Source: an optimization exercise on an open RTL-to-GDS flow (aim: small area). Production flows keep margins and buffers that such runs may drop.
Only simulation tests tie the RTL to the original design; equivalence was not proved.
The clock input has no modelled driver; a real chip could not lean on it and would need a root buffer or a full tree.
No activity file was given, so power comes from the tool's default toggle rates.

== run Y ==
==> module stop_watch, before the edit <==
module stop_watch(clk, pause, rst, adj, select, anode, cathode);
    input clk, pause, rst, adj, select;
    output [3:0] anode;
    output [6:0] cathode;
    reg [5:0] p;
    reg h;
    reg [5:0] r;
    reg [2:0] c2;
    reg started;
    reg s2, s1, paused;
    reg [1:0] pend;
    reg mask;
    reg [2:0] st, mt;
    reg [3:0] su, mu;
    wire pw   = (p == 6'b001001);    
    wire t400 = pw & ~h;
    wire r0   = (r == 6'd0);
    wire post = t400 & r0 & started;   
    wire [1:0] idx = {r[1] ^ c2[0], r[0]};    
    wire s_top = (st[2] & st[1]) | (st[2] & st[0] & su[3] & su[0]);
    wire m_top = (mt[2] & mt[1]) | (mt[2] & mt[0] & mu[3] & mu[0]);
    wire [3:0] su1 = {(su[3] & ~su[0]) | (su[2] & su[1] & su[0]), su[2] ^ (su[1] & su[0]), ~su[3] & (su[1] ^ su[0]), ~su[0]};
    wire [3:0] mu1 = {(mu[3] & ~mu[0]) | (mu[2] & mu[1] & mu[0]), mu[2] ^ (mu[1] & mu[0]), ~mu[3] & (mu[1] ^ mu[0]), ~mu[0]};
    wire [3:0] su2 = {su[2] & su[1], su[2] ^ su[1], ~su[3] & ~su[1], su[0]};
    wire [3:0] mu2 = {mu[2] & mu[1], mu[2] ^ mu[1], ~mu[3] & ~mu[1], mu[0]};
    wire [2:0] st1 = {st[2] ^ (st[1] & st[0]), st[1] ^ st[0], ~st[0]};
    wire [2:0] mt1 = {mt[2] ^ (mt[1] & mt[0]), mt[1] ^ mt[0], ~mt[0]};
    always @(posedge clk) begin
        if (rst) begin
            p <= 6'd0; h <= 1'b0; r <= 6'd0; c2 <= 3'd0; started <= 1'b0;
            s2 <= 1'b0; paused <= 1'b0; mask <= 1'b1;
            st <= 3'd0; su <= 4'd0; mt <= 3'd0; mu <= 4'd0;
        end else begin
            p <= pw ? 6'd0 : {p[4:0], ~(p[5] ^ p[4])};
            if (pw) h <= ~h;
            if (t400) begin
                started <= 1'b1;
                if (r == 6'd49) begin r <= 6'd0; c2 <= c2 + 3'd1; end
                else r <= r + 6'd1;
                s2 <= pause;
                if (s2 & ~s1) paused <= ~paused;
                mask <= adj & ~c2[0] & (select == idx[1]);
            end
            if (post & ~paused) begin
                case (pend)
                2'd1: begin  
                    if (s_top) begin
                        if (m_top) begin st <= 3'd5; su <= 4'd9; mt <= 3'd5; mu <= 4'd9; end
                        else begin
                            st <= 3'd0; su <= 4'd0;
                            mu <= mu1;
                            if (mu[3] & mu[0]) mt <= mt1;
                        end
                    end else begin
                        su <= su1;
                        if (su[3] & su[0]) st <= st1;
                    end
                end
                2'd3: begin  
                    if (s_top) begin st <= 3'd0; su <= 4'd0; end
                    else begin su <= su2; if (su[3]) st <= st1; end
                end
                2'd2: begin  
                    if (m_top) begin mt <= 3'd0; mu <= 4'd0; end
                    else begin mu <= mu2; if (mu[3]) mt <= mt1; end
                end
                default: ;
                endcase
            end
        end
        if (t400) s1 <= s2;
        if (pw) pend <= (adj & c2[1:0] == 2'b10) ? {1'b1, select} :
                        (~adj & c2 == 3'b100) ? 2'd1 : 2'd0;
    end
    wire [1:0] shown = idx - 2'd1;
    reg [3:0] dig;
    always @(*) begin
        case (shown)
        2'd0: dig = {1'b0, mt};
        2'd1: dig = mu;
        2'd2: dig = {1'b0, st};
        default: dig = su;
        endcase
    end
    reg [6:0] seg;
    always @(*) begin
        case (dig)
        4'd0: seg = 7'b1000000;
        4'd1: seg = 7'b1111001;
        4'd2: seg = 7'b0100100;
        4'd3: seg = 7'b0110000;
        4'd4: seg = 7'b0011001;
        4'd5: seg = 7'b0010010;
        4'd6: seg = 7'b0000010;
        4'd7: seg = 7'b1111000;
        4'd8: seg = 7'b0000000;
        4'd9: seg = 7'b0010000;
        default: seg = 7'bxxxxxxx;
        endcase
    end
    assign anode = started ? ~(4'b1000 >> shown) : 4'b1111;
    assign cathode = mask ? 7'b1111111 : seg;
endmodule
Settings: LEC_CHECK=0, CAP_MARGIN=20, CORE_MARGIN=2, CORE_UTILIZATION=40, SLEW_MARGIN=20; clock period 6.0 ns.
standard.sh (not shown) runs the stock make flow with config.mk's settings and CLKGATE_MAP_FILE= SYNTH_SCRIPT=/design/flow/synth_recipe.tcl, a recipe that flattens the netlist after the stock synthesis.
==> flow/flow/run.sh <==
#!/bin/bash
# Own layout flow: the standard synthesis, then the combinational logic between the
# (unchanged) flip-flops is re-optimised for area with ABC, proven equivalent to the standard
# netlist with a SAT miter, and the standard ORFS flow continues from that netlist.
set -euo pipefail
W=$PWD
F=$W/flow
PLAT=${FLOW_PLATFORM:-sky130hd}
TOP=${FLOW_TOP:-stop_watch}
R=$W/orfs/results/$PLAT/stop_watch/base
LIB=$FLOW_HOME/platforms/$PLAT/lib/sky130_fd_sc_hd__tt_025C_1v80.lib

bash standard.sh synth > $W/log_1_standard_synth.log 2>&1

cp $R/1_2_yosys.v $W/std_netlist.v
python3 $F/unmap.py $LIB $W/std_netlist.v $W/std_unmapped.v > $W/log_2_unmap.log 2>&1

DU=$(sed -n '/DONT_USE_CELLS/,/^$/p' $FLOW_HOME/platforms/$PLAT/config.mk | tr -d '\\' \
     | grep -o 'sky130_fd_sc_hd__[a-z0-9_]*' | sed 's/^/-dont_use /' | tr '\n' ' ')
SCRIPT=${REOPT_SCRIPT:-'+strash;&get,-n;&deepsyn,-T,60;&dch,-f;&nf,-R,1000;&put'}
cat > $W/reopt.ys <<EOT
read_liberty -lib $LIB
read_verilog $W/std_unmapped.v
hierarchy -top $TOP
opt -purge
techmap
opt -fast -purge
abc -liberty $LIB $DU -script $SCRIPT
opt_clean -purge
hilomap -singleton -hicell sky130_fd_sc_hd__conb_1 HI -locell sky130_fd_sc_hd__conb_1 LO
insbuf -buf sky130_fd_sc_hd__buf_4 A X
splitnets
opt_clean -purge
stat -liberty $LIB
write_verilog -noattr -nohex -nodec $W/reopt_netlist.v
EOT
ok=0
if yosys -s $W/reopt.ys > $W/log_3_reopt.log 2>&1; then
  # prove the new logic equal to the standard netlist's, flip-flops cut
  python3 $F/unmap.py $LIB $W/reopt_netlist.v $W/reopt_unmapped.v >> $W/log_2_unmap.log 2>&1
  python3 $F/cut.py $W/std_unmapped.v $W/cut_gold.v $TOP
  python3 $F/cut.py $W/reopt_unmapped.v $W/cut_gate.v $TOP
  cat > $W/equiv.ys <<EOT
read_verilog $W/cut_gold.v
rename $TOP gold
read_verilog $W/cut_gate.v
rename $TOP gate
proc
opt_clean
miter -equiv -flatten -make_assert -ignore_gold_x gold gate miter
hierarchy -top miter
sat -verify -prove-asserts miter
EOT
  if yosys -s $W/equiv.ys > $W/log_4_equiv.log 2>&1 && grep -q "SUCCESS" $W/log_4_equiv.log; then
    ok=1
  fi
fi
if [[ $ok == 1 ]]; then
  echo "using re-optimised netlist" | tee $W/log_5_choice.log
  cp $W/reopt_netlist.v $R/1_2_yosys.v
  rm -f $R/1_synth.odb $R/1_synth.sdc
else
  echo "re-optimisation failed or not proven; using the standard netlist" | tee $W/log_5_choice.log
fi

PORTBUF="BUFFER_PORTS_ARGS=-buffer_cell sky130_fd_sc_hd__buf_1"
bash standard.sh place "$PORTBUF" > $W/log_6_standard_place.log 2>&1

# clock tree: the clock port drives three clock buffers, each driving a cluster of flip-flops
FLOW_HOME=$FLOW_HOME PLAT=$PLAT R=$R CLKPORT=clk CLKBUFS=3 CLKBUF=sky130_fd_sc_hd__clkbuf_8 \
  openroad -no_init -exit $F/mycts.tcl > $W/log_7_cts.log 2>&1
cp $R/4_1_cts.odb $R/4_cts.odb
touch $R/4_cts.sdc

bash standard.sh finish "$PORTBUF" > $W/log_8_standard_finish.log 2>&1
Other scripts of this flow, unchanged in this note and not shown: flow/flow/cut.py, flow/flow/mycts.tcl, flow/flow/unmap.py
Both conditions hold for run Y: the flow ran to the end and the final layout passed the timing, DRC and antenna checks.
--- input diff run Y..run D ---
-- flow/design.v --
<<< run Y, line 16
    wire pw   = (p == 6'b001001);    
    wire t400 = pw & ~h;
    wire r0   = (r == 6'd0);
    wire post = t400 & r0 & started;   
    wire [1:0] idx = {r[1] ^ c2[0], r[0]};    
    wire s_top = (st[2] & st[1]) | (st[2] & st[0] & su[3] & su[0]);
    wire m_top = (mt[2] & mt[1]) | (mt[2] & mt[0] & mu[3] & mu[0]);
>>> run D, line 16
    wire pw   = (p == 6'b001001);    
    wire t400 = pw & ~h;
    wire rw   = (r == 6'd49);
    wire post = t400 & rw & started;   
    wire [1:0] shown = {r[1] ^ c2[0], r[0]};    
    wire [1:0] idx = shown + 2'd1;              
    wire blink = c2[0] ^ rw;                    
    wire s_top = (st[2] & st[1]) | (st[2] & st[0] & su[3] & su[0]);
    wire m_top = (mt[2] & mt[1]) | (mt[2] & mt[0] & mu[3] & mu[0]);
<<< run Y, line 29
    always @(posedge clk) begin
        if (rst) begin
            p <= 6'd0; h <= 1'b0; r <= 6'd0; c2 <= 3'd0; started <= 1'b0;
            s2 <= 1'b0; paused <= 1'b0; mask <= 1'b1;
            st <= 3'd0; su <= 4'd0; mt <= 3'd0; mu <= 4'd0;
        end else begin
>>> run D, line 31
    always @(posedge clk) begin
        if (rst) begin
            p <= 6'd0; h <= 1'b0; r <= 6'd49; c2 <= 3'd7; started <= 1'b0;
            s2 <= 1'b0; paused <= 1'b0;
            st <= 3'd0; su <= 4'd0; mt <= 3'd0; mu <= 4'd0;
        end else begin
<<< run Y, line 37
            if (t400) begin
                started <= 1'b1;
                if (r == 6'd49) begin r <= 6'd0; c2 <= c2 + 3'd1; end
                else r <= r + 6'd1;
                s2 <= pause;
                if (s2 & ~s1) paused <= ~paused;
                mask <= adj & ~c2[0] & (select == idx[1]);
            end
            if (post & ~paused) begin
>>> run D, line 39
            if (t400) begin
                started <= 1'b1;
                if (rw) begin r <= 6'd0; c2 <= c2 + 3'd1; end
                else r <= r + 6'd1;
                s2 <= pause;
                if (s2 & ~s1) paused <= ~paused;
            end
            if (post & ~paused) begin
<<< run Y, line 70
            end
        end
        if (t400) s1 <= s2;
        if (pw) pend <= (adj & c2[1:0] == 2'b10) ? {1'b1, select} :
                        (~adj & c2 == 3'b100) ? 2'd1 : 2'd0;
    end
    wire [1:0] shown = idx - 2'd1;
    reg [3:0] dig;
    always @(*) begin
>>> run D, line 71
            end
        end
        if (t400) begin s1 <= s2; mask <= adj & ~blink & (select == idx[1]); end
        if (pw) pend <= (adj & c2[1:0] == 2'b01) ? {1'b1, select} :
                        (~adj & c2 == 3'b011) ? 2'd1 : 2'd0;
    end
    reg [3:0] dig;
    always @(*) begin
<<< run Y, line 101
    end
    assign anode = started ? ~(4'b1000 >> shown) : 4'b1111;
    assign cathode = mask ? 7'b1111111 : seg;
endmodule
>>> run D, line 101
    end
    assign anode = started ? ~(4'b1000 >> shown) : 4'b1111;
    assign cathode = (mask | ~started) ? 7'b1111111 : seg;
endmodule
[summary]
- Run Y and run D ended up with nearly the same x dimension of the die.
- Run D ended up with fewer standard cells than run Y.
- Final core utilization: run D vs run Y down 0.53 points
- Total power: run Y and run D compared, lower one is run Y
- Minimum setup slack in the final design essentially unchanged between run Y and run D.
- Run D against run Y: met1 wire length -about 8%; worst hold slack closely matched the old numbers; power density of the placed cells rose 2.2%; synthesis-to-layout area growth went down by 0.87 points; share of cell area taken by flip-flops and latches higher.
- Run D: aggregate routed wire length is 180 microns lower than what run Y reported.
No run of this note takes its clock network from TritonCTS; it comes from the design's own scripts or RTL.

## afterwards: timing with drivers on the ports
The results above use ideal ports. As a check the final layouts listed here were re-extracted and re-timed, cells and wires unchanged. Step 1 assumes that a clkbuf_16 drives the clock port and a buf_2 every other input. Step 2 adds t to the input delays and takes it off the output delays; t is the mean of the earliest and latest rising clock arrival at the registers after step 1. Input paths then give back, and output paths get back, about the clock's delay inside the block. Slacks: no drivers / after step 1 / after step 2; pairs: no drivers / after step 1.
| run | t, ns | setup slack, ns | pins driven straight from the clock port |
|---|---|---|---|
| run Y | 0.186 | 2.326 / 2.278 / 2.464 | 3 |
| run D | 0.184 | 2.324 / 2.276 / 2.461 | 3 |
After both steps every run listed still meets setup and hold.
